What follows belongs to an exercise in optimizing a design on an open flow for small area; a production flow would make more cautious choices.
Function was checked by simulation only, so behaviour that the tests miss may differ from the original.
In every run shown here, the design's own scripts or RTL, not TritonCTS, make the clock network.
The clock port is modelled as an ideal driver, which makes a skipped or thinned clock tree look cheaper than it is; a real chip needs a root buffer or a tree.
No activity file was given, so power comes from the tool's default toggle rates.

**flow/flow/run.sh**
```bash
#!/bin/bash
export BUFFER_PORTS_ARGS="-buffer_cell sky130_fd_sc_hd__buf_1"
export CTS_ARGS="-sink_clustering_enable -repair_clock_nets -buf_list sky130_fd_sc_hd__clkbuf_4 -dont_use_dummy_load"
export POST_CTS_TCL="$PWD/flow/post_cts.tcl"
bash standard.sh > standard.log 2>&1
```
**flow/flow/post_cts.tcl**
```tcl
# Replace the clock tree that CTS built with one level of NCLK buffers
# (CLKCELL), each driving the flip-flops of one placement cluster.
set nclk [expr {[info exists ::env(MY_NCLK)] ? $::env(MY_NCLK) : 4}]
set clkcell [expr {[info exists ::env(MY_CLKCELL)] ? $::env(MY_CLKCELL) : "sky130_fd_sc_hd__clkbuf_16"}]
set block [ord::get_db_block]
set db [ord::get_db]
set clk_bterm [$block findBTerm clk]
set clk_net [$clk_bterm getNet]
# collect the clock sinks and remove the CTS buffers
set sinks {}
set todo [list $clk_net]
set del_insts {}
set del_nets {}
while {[llength $todo]} {
  set n [lindex $todo 0]; set todo [lrange $todo 1 end]
  foreach it [$n getITerms] {
    if {![$it isInputSignal]} { continue }
    set inst [$it getInst]
    set m [[$inst getMaster] getName]
    if {[string match "sky130_fd_sc_hd__clkbuf_*" $m] || [string match "sky130_fd_sc_hd__clkinv*" $m]} {
      lappend del_insts $inst
      foreach o [$inst getITerms] {
        if {[$o isOutputSignal] && [$o getNet] ne "NULL"} { lappend todo [$o getNet]; lappend del_nets [$o getNet] }
      }
    } else {
      lappend sinks $it
    }
  }
}
puts "myclk: [llength $sinks] sinks, removing [llength $del_insts] clock cells"
foreach it $sinks { $it disconnect }
foreach inst $del_insts { odb::dbInst_destroy $inst }
foreach n $del_nets { odb::dbNet_destroy $n }
# k-means on sink locations
set pts {}
foreach it $sinks {
  set b [[$it getInst] getBBox]
  lappend pts [list [expr {([$b xMin]+[$b xMax])/2.0}] [expr {([$b yMin]+[$b yMax])/2.0}]]
}
set xs [lsort -real [lmap p $pts {lindex $p 0}]]
# initial centres: spread along a grid
set die [$block getDieArea]
set W [$die xMax]; set H [$die yMax]
set cents {}
if {$nclk == 4} {
  set cents [list [list [expr $W*0.25] [expr $H*0.25]] [list [expr $W*0.75] [expr $H*0.25]] [list [expr $W*0.25] [expr $H*0.75]] [list [expr $W*0.75] [expr $H*0.75]]]
} else {
  for {set k 0} {$k < $nclk} {incr k} { lappend cents [list [expr {$W*($k+0.5)/$nclk}] [expr {$H*0.5}]] }
}
for {set iter 0} {$iter < 50} {incr iter} {
  set asg {}
  foreach p $pts {
    set best 0; set bd 1e30
    for {set k 0} {$k < $nclk} {incr k} {
      set c [lindex $cents $k]
      set d [expr {abs([lindex $p 0]-[lindex $c 0]) + abs([lindex $p 1]-[lindex $c 1])}]
      if {$d < $bd} { set bd $d; set best $k }
    }
    lappend asg $best
  }
  set new {}
  for {set k 0} {$k < $nclk} {incr k} {
    set sx 0; set sy 0; set n 0
    foreach p $pts a $asg { if {$a == $k} { set sx [expr {$sx+[lindex $p 0]}]; set sy [expr {$sy+[lindex $p 1]}]; incr n } }
    if {$n} { lappend new [list [expr {$sx/$n}] [expr {$sy/$n}]] } else { lappend new [lindex $cents $k] }
  }
  set cents $new
}
set master [$db findMaster $clkcell]
for {set k 0} {$k < $nclk} {incr k} {
  set inst [odb::dbInst_create $block $master "myclkbuf_$k"]
  set net [odb::dbNet_create $block "myclknet_$k"]
  $net setSigType CLOCK
  set c [lindex $cents $k]
  $inst setLocation [expr {int([lindex $c 0])}] [expr {int([lindex $c 1])}]
  $inst setPlacementStatus PLACED
  [$inst findITerm A] connect $clk_net
  [$inst findITerm X] connect $net
  set n 0
  foreach it $sinks a $asg { if {$a == $k} { $it connect $net; incr n } }
  puts "myclk: buffer $k at $c drives $n sinks"
}
detailed_placement
check_placement -verbose
estimate_parasitics -placement
set_propagated_clock [all_clocks]
report_clock_skew
repair_timing -hold -hold_margin 0.05 -verbose
detailed_placement
check_placement -verbose
```
**flow/standard.sh**
```bash
#!/bin/bash
# synth_recipe.tcl (not shown) runs the flow's synth.tcl, then flattens the netlist and writes it again
# the make line also repeats each setting of config.mk as NAME=value (left out here)
make -C /OpenROAD-flow-scripts/flow DESIGN_CONFIG=/design/flow/config.mk WORK_HOME=/design/flow/orfs CLKGATE_MAP_FILE= SYNTH_SCRIPT=/design/flow/synth_recipe.tcl "${@:-finish}"
```
**flow/config.mk**
```make
export PLATFORM = sky130hd
export DESIGN_NAME = traffic_light_top
export DESIGN_NICKNAME = traffic_light_top
export VERILOG_FILES = /design/flow/design.v
export SDC_FILE = /design/flow/constraint.sdc
export NUM_CORES = 4
export LEC_CHECK = 0
export CAP_MARGIN = 20
export CORE_MARGIN = 2
export CORE_UTILIZATION = 60
export CTS_BUF_LIST = sky130_fd_sc_hd__clkbuf_4
export SLEW_MARGIN = 20
```
**flow/constraint.sdc**
```tcl
create_clock -name core_clock -period 10.0 [get_ports {clk}]
set_input_delay 2.0000 -clock core_clock [delete_from_list [all_inputs] [get_ports {clk}]]
set_output_delay 2.0000 -clock core_clock [all_outputs]
set_load 0.01 [all_outputs]
```
**flow/design.v**
```verilog
package tl_pkg;
  localparam logic [1:0] M_GRN = 2'b00;
  localparam logic [1:0] M_YEL = 2'b01;
  localparam logic [1:0] M_RED = 2'b11;
  localparam logic [1:0] M_OVR = 2'b10;
  localparam logic [1:0] P_AS = 2'b00;
  localparam logic [1:0] P_AL = 2'b01;
  localparam logic [1:0] P_BS = 2'b10;
  localparam logic [1:0] P_BL = 2'b11;
  localparam logic [1:0] D_THR = 2'd0;  
  localparam logic [1:0] D_LT  = 2'd1;  
  localparam logic [1:0] D_YEL = 2'd2;  
  localparam logic [1:0] D_AR  = 2'd3;  
endpackage : tl_pkg
import tl_pkg::*;
module tl_timer #(
  parameter longint D_THR_CYC = 30000,
  parameter longint D_LT_CYC  = 10000,
  parameter longint D_YEL_CYC = 3000,
  parameter longint D_AR_CYC  = 1000
)(
  input  logic       clk,
  input  logic       rst_n,
  input  logic [1:0] cls,       
  output logic       expired
);
  if (D_THR_CYC == 30000 && D_LT_CYC == 10000 &&
      D_YEL_CYC == 3000  && D_AR_CYC == 1000) begin : g_lfsr
    localparam logic [14:0] POL   = 15'h5555;
    localparam logic [14:0] T_END = 15'h5edc;
    localparam logic [14:0] L_THR = 15'h678f;  
    localparam logic [14:0] L_LT  = 15'h6faa;  
    localparam logic [14:0] L_YEL = 15'h278a;  
    localparam logic [14:0] L_AR  = 15'h678d;  
    logic [14:0] p, c, ld;
    assign c = p ^ POL;
    always_comb begin
      case (cls)
        D_THR:   ld = L_THR;
        D_LT:    ld = L_LT;
        D_YEL:   ld = L_YEL;
        default: ld = L_AR;
      endcase
    end
    always_ff @(posedge clk or negedge rst_n) begin
      if (!rst_n)       p <= T_END ^ POL;
      else if (expired) p <= ld ^ POL;
      else              p <= {c[13:0], c[14] ^ c[10]} ^ POL;
    end
    assign expired = (c == T_END);
  end else begin : g_bin
    localparam longint MAXD = (D_THR_CYC > D_LT_CYC) ? D_THR_CYC : D_LT_CYC;
    localparam int W = $clog2(MAXD + 1);
    logic [W-1:0] cnt;
    logic [W-1:0] ld;
    always_comb begin
      case (cls)
        D_THR:   ld = W'(D_THR_CYC);
        D_LT:    ld = W'(D_LT_CYC);
        D_YEL:   ld = W'(D_YEL_CYC);
        default: ld = W'(D_AR_CYC);
      endcase
    end
    always_ff @(posedge clk or negedge rst_n) begin
      if (!rst_n)       cnt <= '0;
      else if (expired) cnt <= ld;
      else              cnt <= cnt - 1'b1;
    end
    assign expired = (cnt == '0);
  end
endmodule
module debounce_sync #(
  parameter int unsigned CYCLES = 20
)(
  input  logic clk, rst_n,
  input  logic din,          
  output logic dout,         
  output logic rise_nx       
);
  logic d1, d2;
  always_ff @(posedge clk or negedge rst_n) begin
    if (!rst_n) begin d1<=0; d2<=0; end
    else         begin d1<=din; d2<=d1; end
  end
  logic stable_state;
  logic differ, hit;
  assign differ = d2 ^ stable_state;
  if (CYCLES == 20) begin : g_sr
    localparam logic [4:0] POL  = 5'd26;
    localparam logic [4:0] CNT0 = 5'd26;
    localparam logic [4:0] CEND = 5'd13;
    localparam logic [4:0] MASK = 5'd22;
    logic [4:0] p, c;
    assign c = p ^ POL;
    always_ff @(posedge clk or negedge rst_n) begin
      if (!rst_n)      p <= CNT0 ^ POL;
      else if (differ) p <= {c[3:0], !(c[4] ^ c[3])} ^ POL;
      else             p <= CNT0 ^ POL;
    end
    assign hit = ((c & MASK) == (CEND & MASK));
  end else begin : g_bin
    logic [$clog2(CYCLES+1)-1:0] cnt;
    always_ff @(posedge clk or negedge rst_n) begin
      if (!rst_n)              cnt <= '0;
      else if (differ && !hit) cnt <= cnt + 1'b1;
      else                     cnt <= '0;
    end
    assign hit = (cnt >= CYCLES);
  end
  always_ff @(posedge clk or negedge rst_n) begin
    if (!rst_n)             stable_state <= 1'b0;
    else if (differ && hit) stable_state <= d2;
  end
  assign dout    = stable_state;
  assign rise_nx = differ && hit && d2;
endmodule
import tl_pkg::*;
module btn_interface #(
  parameter int unsigned F_CLK_HZ      = 50_000_000,
  parameter int unsigned T_DEBOUNCE_MS = 20
)(
  input  logic        clk,
  input  logic        rst_n,
  input  logic [11:0] btn_raw,
  input  logic        accept_jump,  
  output logic        jump_req,     
  output logic [1:0]  jump_phase    
);
  localparam int unsigned DEBOUNCE_CYC = (F_CLK_HZ / 1000) * T_DEBOUNCE_MS;
  logic [11:0] rise_nx;
  for (genvar i = 0; i < 12; i++) begin : g_db
    debounce_sync #(.CYCLES(DEBOUNCE_CYC)) u_db (
      .clk    (clk),
      .rst_n  (rst_n),
      .din    (btn_raw[i]),
      .dout   (),
      .rise_nx(rise_nx[i])
    );
  end
  function automatic logic [1:0] target(input int k);
    case (k)
      0, 2, 3, 5:  target = P_BS;
      1, 4:        target = P_BL;
      6, 8, 9, 11: target = P_AS;
      default:     target = P_AL;
    endcase
  endfunction
  logic [1:0] pick;
  always_comb begin
    pick = 2'b00;
    for (int k = 11; k >= 0; k--) if (rise_nx[k]) pick = target(k);
  end
  logic       ev_v;    
  logic       busy;
  logic [1:0] tgt;     
  logic       busy_nx;
  assign busy_nx = busy ? !accept_jump : ev_v;
  always_ff @(posedge clk or negedge rst_n) begin
    if (!rst_n) begin
      ev_v <= 1'b0;
      busy <= 1'b0;
      tgt  <= 2'b00;
    end else begin
      ev_v <= |rise_nx;
      busy <= busy_nx;
      if (!busy_nx) tgt <= pick;
    end
  end
  assign jump_req   = busy;
  assign jump_phase = tgt;
endmodule
import tl_pkg::*;
module tl_fsm #(
  parameter int unsigned F_CLK_HZ      = 50_000_000,
  parameter int unsigned T_GREEN_S_THR = 30,  
  parameter int unsigned T_GREEN_S_LT  = 10,  
  parameter int unsigned T_YELLOW_S    = 3,
  parameter int unsigned T_ALLRED_S    = 1
)(
  input  logic       clk,
  input  logic       rst_n,
  input  logic       jump_req,     
  input  logic [1:0] jump_phase,   
  output logic       accept_jump,  
  output logic [1:0] mode,
  output logic [1:0] phase
);
  logic       expired;
  logic [1:0] cls;
  tl_timer #(
    .D_THR_CYC(longint'(F_CLK_HZ) * T_GREEN_S_THR),
    .D_LT_CYC (longint'(F_CLK_HZ) * T_GREEN_S_LT),
    .D_YEL_CYC(longint'(F_CLK_HZ) * T_YELLOW_S),
    .D_AR_CYC (longint'(F_CLK_HZ) * T_ALLRED_S)
  ) u_tmr (
    .clk    (clk),
    .rst_n  (rst_n),
    .cls    (cls),
    .expired(expired)
  );
  logic [1:0] mode_nx, phase_nx;
  always_comb begin
    accept_jump = 1'b0;
    mode_nx     = M_GRN;
    phase_nx    = phase;
    cls         = D_YEL;
    case (mode)
      M_GRN: begin mode_nx = M_YEL; cls = D_YEL; end
      M_YEL: begin mode_nx = M_RED; cls = D_AR;  end
      M_RED: begin
        if (jump_req) begin
          accept_jump = expired;
          mode_nx     = M_OVR;
          phase_nx    = jump_phase;
          cls         = D_YEL;
        end else begin
          mode_nx     = M_GRN;
          phase_nx    = {phase[0] ? !phase[1] : phase[1], !phase[0]};
          cls         = phase[0] ? D_THR : D_LT;
        end
      end
      default: begin  
        mode_nx = M_GRN;
        cls     = phase[0] ? D_LT : D_THR;
      end
    endcase
  end
  always_ff @(posedge clk or negedge rst_n) begin
    if (!rst_n) begin
      mode  <= M_GRN;
      phase <= P_AS;
    end else if (expired) begin
      mode  <= mode_nx;
      phase <= phase_nx;
    end
  end
endmodule
import tl_pkg::*;
module light_mapper(
  input  logic [1:0] mode,
  input  logic [1:0] phase,
  output logic a_straight_r, a_straight_y, a_straight_g,
  output logic a_left_r,     a_left_y,     a_left_g,
  output logic a_p_r,        a_p_g,
  output logic b_straight_r, b_straight_y, b_straight_g,
  output logic b_left_r,     b_left_y,     b_left_g,
  output logic b_p_r,        b_p_g
);
  logic grn, yel, ovr;
  assign grn = (mode == M_GRN);
  assign yel = (mode == M_YEL);
  assign ovr = (mode == M_OVR);
  assign a_straight_g = grn && phase == P_AS;
  assign a_straight_y = (yel && phase == P_AS) || ovr;
  assign a_straight_r = !(a_straight_g || a_straight_y);
  assign a_left_g     = grn && phase == P_AL;
  assign a_left_y     = yel && phase == P_AL;
  assign a_left_r     = !(a_left_g || a_left_y);
  assign a_p_g        = a_straight_g;
  assign a_p_r        = !a_straight_g;
  assign b_straight_g = grn && phase == P_BS;
  assign b_straight_y = (yel && phase == P_BS) || ovr;
  assign b_straight_r = !(b_straight_g || b_straight_y);
  assign b_left_g     = grn && phase == P_BL;
  assign b_left_y     = yel && phase == P_BL;
  assign b_left_r     = !(b_left_g || b_left_y);
  assign b_p_g        = b_straight_g;
  assign b_p_r        = !b_straight_g;
endmodule
import tl_pkg::*;
module traffic_light_top #(
  parameter int unsigned F_CLK_HZ      = 1_000,
  parameter int unsigned T_GREEN_S_THR = 30,  
  parameter int unsigned T_GREEN_S_LT  = 10,  
  parameter int unsigned T_YELLOW_S    = 3,
  parameter int unsigned T_ALLRED_S    = 1,
  parameter int unsigned T_DEBOUNCE_MS = 20
)
(
  input  logic        clk,
  input  logic        rst_n,
  input  logic [11:0] btn_raw,
  output logic a_straight_r, a_straight_y, a_straight_g,
  output logic a_left_r,     a_left_y,     a_left_g,
  output logic a_p_r,        a_p_g,
  output logic b_straight_r, b_straight_y, b_straight_g,
  output logic b_left_r,     b_left_y,     b_left_g,
  output logic b_p_r,        b_p_g
);
  logic       jump_req;
  logic [1:0] jump_phase;
  logic       accept_jump;
  btn_interface #(
    .F_CLK_HZ(F_CLK_HZ),
    .T_DEBOUNCE_MS(T_DEBOUNCE_MS)
  ) u_btn_if (
    .clk         (clk),
    .rst_n       (rst_n),
    .btn_raw     (btn_raw),
    .accept_jump (accept_jump),
    .jump_req    (jump_req),
    .jump_phase  (jump_phase)
  );
  logic [1:0] mode, phase;
  tl_fsm #(
    .F_CLK_HZ      (F_CLK_HZ),
    .T_GREEN_S_THR (T_GREEN_S_THR),
    .T_GREEN_S_LT  (T_GREEN_S_LT),
    .T_YELLOW_S    (T_YELLOW_S),
    .T_ALLRED_S    (T_ALLRED_S)
  ) u_fsm (
    .clk         (clk),
    .rst_n       (rst_n),
    .jump_req    (jump_req),
    .jump_phase  (jump_phase),
    .accept_jump (accept_jump),
    .mode        (mode),
    .phase       (phase)
  );
  light_mapper u_map (
    .mode            (mode),
    .phase           (phase),
    .a_straight_r    (a_straight_r),
    .a_straight_y    (a_straight_y),
    .a_straight_g    (a_straight_g),
    .a_left_r        (a_left_r),
    .a_left_y        (a_left_y),
    .a_left_g        (a_left_g),
    .a_p_r           (a_p_r),
    .a_p_g           (a_p_g),
    .b_straight_r    (b_straight_r),
    .b_straight_y    (b_straight_y),
    .b_straight_g    (b_straight_g),
    .b_left_r        (b_left_r),
    .b_left_y        (b_left_y),
    .b_left_g        (b_left_g),
    .b_p_r           (b_p_r),
    .b_p_g           (b_p_g)
  );
endmodule
```
==> impl_metrics.json, run 1 <==
{
  "status": "no timing/DRC/antenna violations",
  "startpoint_type": "register",
  "wl_met1_mm": 2.80,
  "synth_top_family_by_area": "simple AND/OR/NAND/NOR gates",
  "ys.flop_type": "dfrtp_1",
  "drc_errors": 0,
  "drtAntennaViolNets": 0,
  "synth-xor-area-share_pct": 5.19,
  "ys.warnings.count": 4,
  "crit_path_end_kind": "primary output",
  "p_total_mw": 1.11,
  "cts.sinks": 119,
  "synth_seq_cells": 119,
  "initial_core_util_pct": 62.1,
  "path_cells": "inv_1 > nor2_1 > a21oi_1 > nor2_1 > buf_1",
  "netlist_area_mm2": 0.00422,
  "die_h_um": 87.8,
  "worstSetupPathType": "register to primary output",
  "synth.area.mux_share_pct": 3.44,
  "top_layer": "met4",
  "fin_setup_tns_ns": 0,
  "syn_area_per_cell_um2": 12.9,
  "synth_compound_area_share_pct": 3.23,
  "cp_data_required_time_ns": 8.00,
  "yosys.area_share.simple_pct": 14.5,
  "firstDrtPassIters": 4,
  "period_needed_ns": 3.30,
  "gr-total-overflow": 0,
  "p_per_area_mw_per_mm2": 245,
  "io_pins": 30,
  "ir_drop_v": 0.000143,
  "clkSlewWorstSetupHoldPaths_ns": 0.10,
  "ys_async_sr_fraction_pct": 100,
  "max_freq_ghz": 0.303,
  "synth.distinct_cells": 33,
  "wl_met2_mm": 2.65,
  "die_area_mm2": 0.00772,
  "crit_path_max_fanout": 8,
  "tightest_slew_ns": 0.821,
  "layout.nets": 376,
  "slowest_delay_ns": 0.44,
  "fin_skew_ns": 0.0150,
  "synth_top_cell_area_share_pct": 67.0,
  "fillerInstances": 533,
  "die_width_um": 87.8,
  "drt_wl_total_mm": 5.68,
  "p_leak_nw": 2.08,
  "min_period_over_period_pct": 33.0,
  "grt_max_degree": 63,
  "synthAdderAreaFrac_pct": 0.890,
  "viasPerCell": 4.95,
  "maxSlewHeadroom_pct": 45.3,
  "drv_cap": 0,
  "rows": 30,
  "synthTopCellsByArea": "dfrtp_1 67%, nor2_1 6.1%, dfstp_2 3.7%",
  "first_iter_violations": 43,
  "ys_seq_area_share_pct": 70.8,
  "synth.largest_area_cell": "dfrtp_1",
  "route.detailed.wl_per_inst_um": 12.5,
  "num_antenna_cells": 0,
  "syn-instance-count": 328,
  "wl_met3_um": 177,
  "cp_top_family": "flip-flops",
  "min_path_type": "register to register",
  "coreArea_mm2": 0.00679,
  "antenna_found_initial": 0,
  "syn_nets": 345,
  "groute.usage.overall_pct": 16.3,
  "grt_pass1_wl_mm": 9.74,
  "crit_slowest_cell": "dfrtp_1",
  "hold_viol": 0,
  "setup_viol": 0,
  "grt_pass1_vias": 2167,
  "drv_slew": 0,
  "cp.arrival_ns": 1.30,
  "vias": 2243,
  "drive_gt1_share_pct": 7.84,
  "hpwl_mm": 3.93,
  "rsz0062_at_grt": "false",
  "synth_edf_count": 0,
  "io_buffers": 29,
  "insertion_delay_ns": 0.17,
  "gp_congestion": 0.753,
  "path_buf_inv": 2,
  "crit_top_cell": "nor2_1",
  "area_growth_pct": 7.45
}
report_power, final:
part | leakage, nW | switching (mW) | internal (mW)
Sequential | 1.48 | 0.0879 | 0.627
Clock | 0.0493 | 0.110 | 0.0740
Combinational | 0.558 | 0.106 | 0.105
metal layers:
metal / vias up / track usage (%)
li1: 1112 / -
met1: 1093 / 22.7
met2: 32 / 26.7
met3: 6 / 3.96
met4: 0 / 3.50
met5: - / 0
flip-flops by register name (all words and copies together) (netlist names), 2 cells and up:
register,cells
u_btn_if.g_db.u_db.d1,12
u_btn_if.g_db.u_db.g_sr.p,60
u_fsm.phase,2
u_btn_if.g_db.u_db.d2,12
u_fsm.u_tmr.g_lfsr.p,15
u_fsm.mode,2
u_btn_if.g_db.u_db.stable_state,12
u_btn_if.tgt,2
layout by cell type (no fill, tap or decap), drive strengths merged, types with 2 or more instances in the layout:
cell type	instances
a21oi	3
nand2	13
clkbuf	5
nor2	68
o21ai	9
nand3	15
buf	29
ha	3
mux2	12
nand2b	4
nor3b	7
xor2	13
inv	15
dfrtp	113
dfstp	6
nor2b	13
nor3	2
xnor2	12
nor4bb	2
synthesized netlist by cell type, types with 2 or more instances:
library cell and count:
dfstp_2 6, nand3_1 15, dfrtp_1 113, xnor2_1 12
nor2b_1 13, clkbuf_1 3, nor3b_1 7, buf_4 2
o21ai_0 8, nor3_1 2, nand2_1 13, nand2b_1 4
xor2_1 13, ha_1 3, nor4bb_1 2, nor2_1 68
a21oi_1 3, mux2_2 12, inv_1 15
kinds of logic after synthesis:
group / after synthesis
flip-flops: 119
XOR/XNOR: 25
buffers and inverters: 20
AND/OR/NAND/NOR: 129
adder cells (fa/ha/maj): 3
AO/OA/AOI/OAI: 19
multiplexers: 13
cell type report:
cell class	instances	area, µm²	area share [%]
repair buffers	30	120	2.65
multi-input cells	189	1150	25.4
well taps	96	120	2.65
inverters	15	56.3	1.24
plain buffers	4	100	2.21
flip-flops and latches	119	2990	65.9
worst reg2reg max path: stages, from the launching register on:
cell	delay (ns)
dfstp_2	0.54
nor4bb_1	0.33
nand4_1	0.48
nor3_1	0.56
mux2_2	0.39
final timing paths:
kind	from	endpoint	slack (ns)	depth (start not counted)
min in group asynchronous	rst_n	u_btn_if.g_db[2].u_db.g_sr.p[4]$_DFF_PN0_	1.93	1
min	u_btn_if.g_db[11].u_db.d1$_DFF_PN0_	u_btn_if.g_db[11].u_db.d2$_DFF_PN0_	0.36	0
max reg2reg	u_fsm.u_tmr.g_lfsr.p[9]$_DFF_PN1_	u_fsm.phase[0]$_DFFE_PN0P_	7.59	4
max in group asynchronous	rst_n	u_btn_if.g_db[6].u_db.d1$_DFF_PN0_	6.87	2
min reg2reg	u_btn_if.g_db[11].u_db.d1$_DFF_PN0_	u_btn_if.g_db[11].u_db.d2$_DFF_PN0_	0.36	0
max	u_fsm.mode[1]$_DFFE_PN0P_	b_straight_y	6.70	5
through the flow:
stage,cell area [µm²],setup WS [ns],util (%),instances,hold WS (ns)
floorplan,4220,6.91,-,328,0.331
global placement,4430,6.59,65.2,449,0.331
detailed placement,4430,6.55,65.2,449,0.336
global route,4530,6.52,66.7,453,0.365
finish,4530,6.70,66.7,453,0.357
==> run 2: changes to the inputs <==
--- a/flow/flow/post_cts.tcl
+++ b/flow/flow/post_cts.tcl
@@ -1,7 +1,7 @@
 # Replace the clock tree that CTS built with one level of NCLK buffers
 # (CLKCELL), each driving the flip-flops of one placement cluster.
 set nclk [expr {[info exists ::env(MY_NCLK)] ? $::env(MY_NCLK) : 4}]
-set clkcell [expr {[info exists ::env(MY_CLKCELL)] ? $::env(MY_CLKCELL) : "sky130_fd_sc_hd__clkbuf_16"}]
+set clkcell [expr {[info exists ::env(MY_CLKCELL)] ? $::env(MY_CLKCELL) : "sky130_fd_sc_hd__buf_12"}]
 set block [ord::get_db_block]
 set db [ord::get_db]
 set clk_bterm [$block findBTerm clk]
==> run 2 against run 1 <==
Against the previous run:
- still clean on timing, DRC and antenna
- setup slack improved by 0.020 ns
- global-route usage decreased by 0.099 points
- design area decreased by 0.44%
- sequential share of layout area increased by 0.29 points
- via count decreased by 0.40%
- area after synthesis unchanged
- flip-flop and latch count unchanged
- critical path type unchanged
==> impl_metrics.json, run 2 <==
{
  "status": "no timing/DRC/antenna violations",
  "p_leak_nw": 2.07,
  "synthAdderAreaFrac_pct": 0.890,
  "drv_cap": 0,
  "post-synth-top-count-cell": "dfrtp_1",
  "ff2ff_setup_slack_ns": 7.60,
  "first_iter_violations": 43,
  "fillerInstances": 535,
  "gp_congestion": 0.753,
  "drc_errors": 0,
  "min_path_type": "register to register",
  "path_buf_inv": 2,
  "syn-instance-count": 328,
  "p_per_area_mw_per_mm2": 244,
  "startpoint_type": "register",
  "ys_top_cells_by_count": "113 x dfrtp_1, 68 x nor2_1, 15 x inv_1, 15 x nand3_1",
  "crit_path_max_fanout": 8,
  "drtAntennaViolNets": 0,
  "crit_top_cell": "nor2_1",
  "synthTopCellsByArea": "dfrtp_1 67%, nor2_1 6.1%, dfstp_2 3.7%",
  "rows": 30,
  "period_needed_ns": 3.28,
  "crit_slowest_cell": "dfrtp_1",
  "max_freq_ghz": 0.305,
  "fin_skew_ns": 0.0184,
  "synth.largest_area_cell": "dfrtp_1",
  "grt_max_degree": 63,
  "clkSlewWorstSetupHoldPaths_ns": 0.11,
  "ys_async_sr_fraction_pct": 100,
  "synth_top_cell_area_share_pct": 67.0,
  "ys.warnings.count": 4,
  "min_period_over_period_pct": 32.8,
  "min_from": "u_btn_if.g_db[11].u_db.d1$_DFF_PN0_",
  "coreArea_mm2": 0.00679,
  "ys_seq_area_share_pct": 70.8,
  "drv_slew": 0,
  "ys.flop_type": "dfrtp_1",
  "hold_viol": 0,
  "die_area_mm2": 0.00772,
  "fin_setup_tns_ns": 0,
  "synth_seq_cells": 119,
  "groute.usage.overall_pct": 16.2,
  "multi_input_area_mm2": 0.00115,
  "synth.distinct_cells": 33,
  "crit_path_end_kind": "primary output",
  "fin_cells": 453,
  "path_depth": 5,
  "tightest_slew_ns": 0.816,
  "io_pins": 30,
  "reg2reg_to": "u_fsm.phase[0]$_DFFE_PN0P_",
  "min_to": "u_btn_if.g_db[11].u_db.d2$_DFF_PN0_",
  "synth.area.mux_share_pct": 3.44,
  "layout_common_cells": "113 x dfrtp_1, 68 x nor2_1, 28 x buf_1, 15 x inv_1, 15 x nand3_1",
  "io_buffers": 29,
  "viasPerCell": 4.93,
  "worstSetupPathType": "register to primary output",
  "cp.arrival_ns": 1.28,
  "insertion_delay_ns": 0.15,
  "regArea_mm2": 0.00299,
  "r2r_cells": 4,
  "layout.nets": 376,
  "grt_pass1_wl_mm": 9.63,
  "cp_top_family": "flip-flops",
  "die_width_um": 87.8,
  "syn_nets": 345,
  "post-route-util_pct": 66.4,
  "rr_startpoint": "u_fsm.u_tmr.g_lfsr.p[9]$_DFF_PN1_",
  "initial_core_util_pct": 62.1,
  "reg_top3": "u_btn_if.g_db.u_db.g_sr.p (60), u_fsm.u_tmr.g_lfsr.p (15)",
  "grt_pass1_vias": 2131,
  "cts.sinks": 119,
  "hold_ws_ns": 0.357,
  "ir_drop_v": 0.000175,
  "mostFrequentLayoutCell": "dfrtp_1",
  "synth_top_family_by_area": "simple AND/OR/NAND/NOR gates",
  "num_antenna_cells": 0,
  "setup_viol": 0,
  "netlist_area_mm2": 0.00422,
  "maxSlewHeadroom_pct": 45.6,
  "synth-xor-area-share_pct": 5.19,
  "drt_wl_total_mm": 5.61,
  "vias": 2234,
  "min_path_cells": 0,
  "route.detailed.wl_per_inst_um": 12.4,
  "gr-total-overflow": 0,
  "syn_area_per_cell_um2": 12.9,
  "slowest_delay_ns": 0.44,
  "path_cells": "inv_1 > nor2_1 > a21oi_1 > nor2_1 > buf_1",
  "yosys.area_share.simple_pct": 14.5,
  "p_total_mw": 1.10,
  "rsz0062_at_grt": "false",
  "largest_reg_flops": 60,
  "cp_data_required_time_ns": 8.00,
  "synth_edf_count": 0,
  "regMostFlops": "u_btn_if.g_db.u_db.g_sr.p",
  "dpl.cell_count": 449,
  "antenna_found_initial": 0,
  "hpwl_mm": 3.93,
  "drive_gt1_share_pct": 7.84,
  "die_h_um": 87.8,
  "firstDrtPassIters": 4,
  "area_growth_pct": 6.97,
  "synth_compound_area_share_pct": 3.23
}
==> run 2: cell families after synthesis <==
logic type | count (synthesis)
buf+inv | 20
xor+xnor | 25
flops | 119
simple gates | 129
mux | 13
fa+ha+maj | 3
compound gates | 19
==> run 2: per-stage QoR <==
stage	area, µm²	setup WS (ns)
3_3_place_gp	4430	6.59
5_1_grt	4510	6.52
3_5_place_dp	4430	6.55
6_report	4510	6.72
2_1_floorplan	4220	6.91
==> run 2: layout make-up <==
type / instances / area share, %
inverters: 15 / 1.25
plain buffers: 4 / 1.77
multi-input cells: 189 / 25.5
flip-flops and latches: 119 / 66.2
repair buffers: 30 / 2.66
well taps: 96 / 2.66
==> run 2: metal layers <==
metal	GRT usage, %	wire length, µm	part of all wire [%]	vias up
li1	-	-	-	1111
met1	22.8	2800	50	1087
met2	26.1	2570	46	31
met3	4.05	178	3.2	5
met4	3.78	58	1.0	0
met5	0	0	0	-
==> run 2: power by group <==
group | switching, mW | total, mW | internal, mW
sequential | 0.0870 | 0.715 | 0.628
combinational | 0.105 | 0.210 | 0.105
clock | 0.110 | 0.176 | 0.0653
total | 0.303 | 1.10 | 0.798
==> run 2: worst max-delay path by stage <==
stage / start / end / slack [ns]
finish: u_fsm.mode[1]$_DFFE_PN0P_ / b_straight_y / 6.72
global route: rst_n / u_btn_if.g_db[0].u_db.d2$_DFF_PN0_ / 6.52
detailed placement: rst_n / u_btn_if.g_db[10].u_db.g_sr.p[2]$_DFF_PN0_ / 6.55
floorplan: u_fsm.mode[0]$_DFFE_PN0P_ / a_straight_g / 6.91
global placement: rst_n / u_btn_if.g_db[11].u_db.d1$_DFF_PN0_ / 6.59
==> run 3: changes to the inputs <==
--- a/flow/design.v
+++ b/flow/design.v
@@ -108,11 +108,11 @@
     assign hit = (cnt >= CYCLES);
   end
   always_ff @(posedge clk or negedge rst_n) begin
-    if (!rst_n)             stable_state <= 1'b0;
-    else if (differ && hit) stable_state <= d2;
+    if (!rst_n)   stable_state <= 1'b0;
+    else          stable_state <= stable_state ^ (differ && hit);  
   end
   assign dout    = stable_state;
-  assign rise_nx = differ && hit && d2;
+  assign rise_nx = hit && d2 && !stable_state;
 endmodule
 import tl_pkg::*;
 module btn_interface #(
==> run 3 against run 2 <==
Against the previous run:
- cell count rose by 0.22%
- synthesized cell count rose by 0.30%
- critical path depth did not move
- sequential share of layout area rose by 0.26 points
- routed wire length fell by 4.1%
- largest cell class unchanged
==> impl_metrics.json, run 3 <==
{
  "cp.arrival_ns": 1.24,
  "tightest_slew_ns": 0.778,
  "syn_nets": 346,
  "layout.nets": 377,
  "ys.flop_type": "dfrtp_1",
  "die_h_um": 87.7,
  "maxSlewHeadroom_pct": 48.1,
  "cts.sinks": 119,
  "die_width_um": 87.7,
  "p_leak_nw": 2.07,
  "grt_pass1_vias": 2215,
  "drtAntennaViolNets": 0,
  "hpwl_mm": 3.95,
  "mostFrequentLayoutCell": "dfrtp_1",
  "max_freq_ghz": 0.309,
  "ys_async_sr_fraction_pct": 100,
  "initial_core_util_pct": 61.8,
  "insertion_delay_ns": 0.15,
  "status": "no timing/DRC/antenna violations",
  "hold_ws_ns": 0.355,
  "rsz0062_at_grt": "false",
  "fin_ws_ns": 6.76,
  "synth.largest_area_cell": "dfrtp_1",
  "gp_congestion": 0.762,
  "setup.worst_path.start": "u_fsm.mode[1]$_DFFE_PN0P_",
  "synth_edf_count": 0,
  "drv_slew": 0,
  "cp_data_required_time_ns": 8.00,
  "rows": 30,
  "layout_common_cells": "113 x dfrtp_1, 68 x nor2_1, 28 x buf_1, 16 x inv_1, 15 x nand3_1",
  "synthTopCellsByArea": "dfrtp_1 67%, nor2_1 6.1%, dfstp_2 3.8%",
  "grt_pass1_wl_mm": 9.67,
  "dpl.cell_count": 450,
  "drt_wl_total_mm": 5.38,
  "rr_startpoint": "u_fsm.u_tmr.g_lfsr.p[0]$_DFF_PN1_",
  "drc_errors": 0,
  "gr-total-overflow": 0,
  "io_pins": 30,
  "coreArea_mm2": 0.00679,
  "firstDrtPassIters": 4,
  "period_needed_ns": 3.24,
  "fin_cells": 454,
  "fin_setup_tns_ns": 0,
  "antenna_found_initial": 0,
  "netlist_area_mm2": 0.00420,
  "crit_path_max_fanout": 8,
  "synth_seq_cells": 119,
  "first_iter_violations": 83,
  "crit_path_end_kind": "primary output",
  "synth_top_cell_area_share_pct": 67.3,
  "groute.usage.overall_pct": 16.3,
  "io_buffers": 29,
  "setup_viol": 0,
  "min_from": "u_btn_if.g_db[1].u_db.d1$_DFF_PN0_",
  "post-synth-top-count-cell": "dfrtp_1",
  "die_area_mm2": 0.00769,
  "p_total_mw": 1.09,
  "ys.warnings.count": 4,
  "drive_gt1_share_pct": 7.26,
  "ir_drop_v": 0.000135,
  "hold_viol": 0,
  "route.detailed.wl_per_inst_um": 11.9,
  "clkSlewWorstSetupHoldPaths_ns": 0.09,
  "num_antenna_cells": 0,
  "ys_top_cells_by_count": "113 x dfrtp_1, 68 x nor2_1, 16 x inv_1",
  "pre_cts_ws_ns": 6.57,
  "fin_skew_ns": 0.0208,
  "syn-instance-count": 329,
  "area_growth_pct": 7.00,
  "vias": 2251,
  "synth.distinct_cells": 33,
  "p_per_area_mw_per_mm2": 243,
  "viasPerCell": 4.96,
  "min_period_over_period_pct": 32.4,
  "startpoint_type": "register",
  "worstSetupPathType": "register to primary output",
  "min_path_type": "register to register",
  "drv_cap": 0,
  "ys_seq_area_share_pct": 71.1,
  "syn_area_per_cell_um2": 12.8,
  "grt_max_degree": 61
}
-- run 3: worst paths after layout --
path,end,cells after the start,slack [ns]
worst max-delay path,a_straight_y,5,6.76
worst min-delay path,u_btn_if.g_db[1].u_db.d2$_DFF_PN0_,0,0.36
worst max register to register,u_btn_if.tgt[0]$_DFFE_PN0N_,5,7.72
worst min register to register,u_btn_if.g_db[1].u_db.d2$_DFF_PN0_,0,0.36
max in group asynchronous,async pin,2,6.88
min in group asynchronous,u_btn_if.g_db[6].u_db.g_sr.p[0]$_DFF_PN0_,1,1.96
-- run 3: metrics by stage --
step | util, % | instance area [µm²]
after floorplan | - | 4200
after global placement | 65.0 | 4410
after detailed placement | 65.0 | 4410
after global routing | 66.2 | 4490
final | 66.2 | 4490
-- run 3: per-layer routing --
metal	vias to the layer above	wire [µm]	track usage, %
met4	0	83	5.45
met2	31	2560	27.5
met1	1093	2600	21.8
met5	-	0	0
li1	1122	-	-
met3	5	137	2.54
-- run 3: critical path: stages (launching register included) --
cell,delay [ns]
dfrtp_1,0.42
inv_1,0.14
nor2_1,0.21
a21oi_1,0.08
nor2_1,0.09
buf_1,0.16
-- run 3: report_power, final --
| group | internal (mW) | switching, mW |
|---|---|---|
| sequential | 0.628 | 0.0867 |
| combinational | 0.100 | 0.107 |
| clock | 0.0653 | 0.106 |
-- run 3: cell type report --
cell class	instances	area, µm²
buffer	4	80.1
fill	515	2300
inverter	16	60.1
multi-input combinational	189	1130
sequential	119	2990
tap	96	120
timing repair buffer	30	120
-- run 3: kinds of logic after synthesis --
| kind of cell | synth area share [%] |
|---|---|
| buffers and inverters | 2.06 |
| XOR/XNOR | 5.21 |
| flip-flops | 71.1 |
| AND/OR/NAND/NOR | 14.4 |
| AO/OA/AOI/OAI | 3.13 |
| adder cells (fa/ha/maj) | 0.894 |
| multiplexers | 3.19 |

==> separate check: timing with driven ports <==
In the flow no input, the clock included, has a driving cell. The finished layouts below were timed again as built, in two steps.
Step 1, drivers: a clkbuf_16 drives clk and a buf_2 each remaining input, both assumed.
Step 2 moves the port delays by t, midway between the first and last clock arrival at a register: inputs arrive t later, outputs are due t later. That takes back most of the time a late clock gives input paths.
a / b / c = no drivers / after step 1 / after step 2; a / b = the first two.
run	t, ns	setup WS [ns]	worst setup path after step 2	cell pins on the clock port's net
run 1	0.239	6.700 / 6.624 / 6.679	input, reset recovery	4
run 2	0.224	6.721 / 6.637 / 6.683	input, reset recovery	4
run 3	0.220	6.764 / 6.682 / 6.716	input, reset recovery	4
After both steps every run listed still meets setup and hold. For run 3, which loses most, drivers alone change the setup slack by -0.082 ns; drivers and shift together by -0.048 ns. The worst setup slack also covers recovery checks on asynchronous resets.
